Background: an optimization exercise with open tools, aiming at small area. Do not read the settings as production practice. Power is estimated from default activity; no workload was simulated.

// top
module top(
input clk,
input rst,
input [15:0] MemDB,
input [4:0] clt,
output [2:0] red,
output [2:0] green,
output [1:0] blue,
output hsync,
output vsync,
output [25:0] MemAdr,
output we_L,
output oe_L,
output ce_L,
output lb_L,
output ub_L,
output RamADV_L,
output RamCLK,
output RamCRE,
output FlashCS,
output [3:0] sel,
output [7:0] data
    );
assign we_L = 1;
assign oe_L = 0;
assign ce_L = 0;
assign lb_L = 0;
assign ub_L = 0;
assign RamADV_L = 0;
assign RamCLK = 0;
assign RamCRE = 0;
assign FlashCS = 1;
wire [5:0] random;
wire scan_end, clk_40ns, clk_80ns, clk_c7;
clk_div u_clk_div(.clk(clk), .rst(rst), .random(random), .scan_end(scan_end),
	.clk_40ns(clk_40ns), .clk_80ns(clk_80ns), .clk_c7(clk_c7));
wire w_state, s_state, Ua_state, Da_state, Pause;
Glitch_Reduce u_Glitch_Reduce(.clk(clk), .rst(rst), .clt(clt), .w_state(w_state),
	.s_state(s_state), .Ua_state(Ua_state), .Da_state(Da_state), .Pause(Pause));
wire [1:0] Winner;
wire start;
wire [3:0] state;
Main_FSM u_Main_FSM(.clk(clk), .rst(rst), .w_state(w_state), .s_state(s_state),
	.Ua_state(Ua_state), .Da_state(Da_state), .Pause(Pause), .Winner(Winner),
	.start(start), .state(state));
wire tick;
rom_ctl u_rom_ctl(.clk(clk), .rst(rst), .start(start), .state(state), .tick(tick));
wire [9:0] bar_a_y, bar_b_y;
bar_ctl u_bar_ctl(.clk(clk), .w_state(w_state), .s_state(s_state),
	.Ua_state(Ua_state), .Da_state(Da_state), .ESC_state(Pause), .start(start),
	.tick(tick), .bar_a_y(bar_a_y), .bar_b_y(bar_b_y));
wire [9:0] ball_x, ball_y;
wire [1:0] win;
ball_fsm u_ball_fsm(.clk(clk), .rst(rst), .start(start), .tick(tick), .random(random),
	.bar_a_y(bar_a_y), .bar_b_y(bar_b_y), .ball_x(ball_x), .ball_y(ball_y), .win(win));
score u_score(.clk(clk), .rst(rst), .win(win), .start(start), .scan_end(scan_end),
	.sel(sel), .data(data), .Winner(Winner));
wire display;
wire [9:0] hcount, vcount;
VGA_Display u_VGA_Display(.rst(rst), .clk(clk), .clk_40ns(clk_40ns), .hsync(hsync),
  ...
For scale: ~2,500 cells after synthesis, about 300 flip-flops, about 22,000 um2 of cells after synthesis.
export LEC_CHECK = 0
export CAP_MARGIN = 20
export CORE_MARGIN = 2
export CORE_UTILIZATION = 40
export CTS_BUF_LIST = sky130_fd_sc_hd__clkbuf_8
export CTS_CLUSTER_DIAMETER = 60
export CTS_CLUSTER_SIZE = 15
export SLEW_MARGIN = 20
export SYNTH_MEMORY_MAX_BITS = 20000
create_clock -name core_clock -period 10.0 [get_ports {clk}]
standard.sh (not shown) runs the stock make flow with config.mk's settings and CLKGATE_MAP_FILE= SYNTH_SCRIPT=/design/flow/synth_recipe.tcl, a recipe that flattens the netlist after the stock synthesis.
==> flow/flow/run.sh <==
#!/bin/bash
# The standard layout (standard.sh, unchanged synthesis and steps), with
# two changes: the port buffers that global placement inserts are the
# smallest buffer cell, sky130_fd_sc_hd__buf_1, instead of the one
# buffer_ports picks by default (every port still gets its buffer), and
# clock tree synthesis uses clkbuf_8 clusters without dummy loads.
set -euo pipefail
export BUFFER_PORTS_ARGS="-buffer_cell sky130_fd_sc_hd__buf_1"
export CTS_ARGS="-sink_clustering_enable -repair_clock_nets -buf_list sky130_fd_sc_hd__clkbuf_8 -sink_clustering_size 15 -sink_clustering_max_diameter 60 -dont_use_dummy_load"
bash standard.sh > standard.log 2>&1
The first run went through all stages and came out clean.
Change:
==> flow/flow/run.sh (replaced) <==
#!/bin/bash
# The standard layout (standard.sh, unchanged synthesis and steps), with
# one change: the port buffers that global placement inserts are the
# smallest buffer cell, sky130_fd_sc_hd__buf_1, instead of the one
# buffer_ports picks by default. Every port still gets its buffer.
set -euo pipefail
export BUFFER_PORTS_ARGS="-buffer_cell sky130_fd_sc_hd__buf_1"
bash standard.sh > standard.log 2>&1
Setup slack gets better by 0.017 ns; die area stays the same; global-route usage is about the same; synthesized area is unchanged; total power came out higher by a few percent; core utilization came out higher by 0.47 points.
No functional check of the RTL was part of any run of this note.

* * *

== v44 ==
top again, from the RTL that the note above started with.
// top
module top(
input clk,
input rst,
input [15:0] MemDB,
input [4:0] clt,
output [2:0] red,
output [2:0] green,
output [1:0] blue,
output hsync,
output vsync,
output [25:0] MemAdr,
output we_L,
output oe_L,
output ce_L,
output lb_L,
output ub_L,
output RamADV_L,
output RamCLK,
output RamCRE,
output FlashCS,
output [3:0] sel,
output [7:0] data
    );
assign we_L = 1;
assign oe_L = 0;
assign ce_L = 0;
assign lb_L = 0;
assign ub_L = 0;
assign RamADV_L = 0;
assign RamCLK = 0;
assign RamCRE = 0;
assign FlashCS = 1;
wire [5:0] random;
wire scan_end, clk_40ns, clk_80ns, clk_c7;
clk_div u_clk_div(.clk(clk), .rst(rst), .random(random), .scan_end(scan_end),
	.clk_40ns(clk_40ns), .clk_80ns(clk_80ns), .clk_c7(clk_c7));
wire w_state, s_state, Ua_state, Da_state, Pause;
Glitch_Reduce u_Glitch_Reduce(.clk(clk), .rst(rst), .clt(clt), .w_state(w_state),
	.s_state(s_state), .Ua_state(Ua_state), .Da_state(Da_state), .Pause(Pause));
wire [1:0] Winner;
wire start;
wire [3:0] state;
Main_FSM u_Main_FSM(.clk(clk), .rst(rst), .w_state(w_state), .s_state(s_state),
	.Ua_state(Ua_state), .Da_state(Da_state), .Pause(Pause), .Winner(Winner),
	.start(start), .state(state));
wire tick;
rom_ctl u_rom_ctl(.clk(clk), .rst(rst), .start(start), .state(state), .tick(tick));
wire [9:0] bar_a_y, bar_b_y;
bar_ctl u_bar_ctl(.clk(clk), .w_state(w_state), .s_state(s_state),
  ...
export LEC_CHECK = 0
export CAP_MARGIN = 20
export CORE_MARGIN = 2
export CORE_UTILIZATION = 40
export CTS_BUF_LIST = sky130_fd_sc_hd__clkbuf_4 sky130_fd_sc_hd__clkbuf_8
export CTS_CLUSTER_DIAMETER = 50
export CTS_CLUSTER_SIZE = 12
export SLEW_MARGIN = 20
export SYNTH_MEMORY_MAX_BITS = 20000
create_clock -name core_clock -period 10.0 [get_ports {clk}]
run.sh (not shown) runs the stock make flow with config.mk's settings and CLKGATE_MAP_FILE= SYNTH_SCRIPT=/design/flow/synth_recipe.tcl, a recipe that flattens the netlist after the stock synthesis.
Stock flow here: none of the scripts above is used.
v44 did not stop at any stage, and its layout met the timing, design-rule and antenna checks.
Modified inputs, v41 compared to v44
Settings: swapping 20 for 0 in SLEW_MARGIN; swapping sky130_fd_sc_hd__clkbuf_4 sky130_fd_sc_hd__clkbuf_8 for sky130_fd_sc_hd__clkbuf_8 in CTS_BUF_LIST; swapping 20 for 0 in CAP_MARGIN; swapping 12 for 20 in CTS_CLUSTER_SIZE; swapping 50 for 70 in CTS_CLUSTER_DIAMETER.
--- outcome ---
- Relative to v44, first-iteration DRC count decreased by 2.8% in v41.
- Higher area growth from synthesis to final layout goes to v44 over v41.
- In the tables for v44 and v41, final critical-path required period reads higher with v41.
- Comparing v44 with v41, the routed wire length per instance came out essentially unchanged.
- Between v44 and v41, the relative slew slack is higher for v44.
- Diff v44 -> v41: instance count of the mapped netlist held steady; part of the cycle the worst path needs +0.21 points.
- Taking v44 as the reference, in v41 leakage power figure shrank by about 2%, largest stage delay on the critical path about even, total power of the final layout moved down.
Edits applied to the flow inputs when going from v41 to v8:
Settings: CTS_CLUSTER_SIZE changed from 20 to 15; CAP_MARGIN changed from 0 to 20; CTS_CLUSTER_DIAMETER changed from 70 to 60; SLEW_MARGIN changed from 0 to 20.
Notes after the runs:
- On number of CTS-inserted buffers: between v8 and v41, it ends up higher for v8.
- v41 has higher final clock period utilization by the worst path than v8.
- Against v41, count of vias placed by the detailed router in v8 rose slightly.
- v8 vs v41, minimum setup slack after placement went down by 0.0046 ns.
- The number of nets in the final layout of v41 and that of v8 are within noise of each other.
- When the final numbers for v8 and v41 were put side by side, the time the final worst path needs with I/O delays and setup turned out to be greater in v41.
- met5 as the top routing layer in use was reported by v41, and met4 by v8.
No run of this note included a check of the RTL's function; only the layout flow was run.

## what the ideal ports hide
No port has a modelled driver above. Below, the same layouts with a new extraction and two added sets of constraints. Step 1, drivers: a clkbuf_16 drives clk and a buf_2 each remaining input, both assumed. Step 2 times the ports against the registers' clock, not the clock port: input delays grow and output delays shrink by t, the midpoint of the rising clock arrivals with the driver on. Slacks: ideal / step 1 / step 2; pairs: ideal / step 1.
run | t (ns) | slack for setup (ns) | worst hold slack (ns)
the first run of note 1 | 0.657 | 1.775 / 1.775 / 1.775 | 0.383 / 0.383 / 0.383
the second run of note 1 | 0.681 | 1.792 / 1.792 / 1.792 | 0.384 / 0.384 / 0.384
v44 | 0.669 | 1.887 / 1.887 / 1.887 | 0.382 / 0.382 / 0.382
v41 | 0.678 | 1.867 / 1.867 / 1.867 | 0.389 / 0.389 / 0.389
v8 | 0.700 | 1.891 / 1.891 / 1.891 | 0.378 / 0.378 / 0.378
After both steps setup and hold are still met in every run listed.
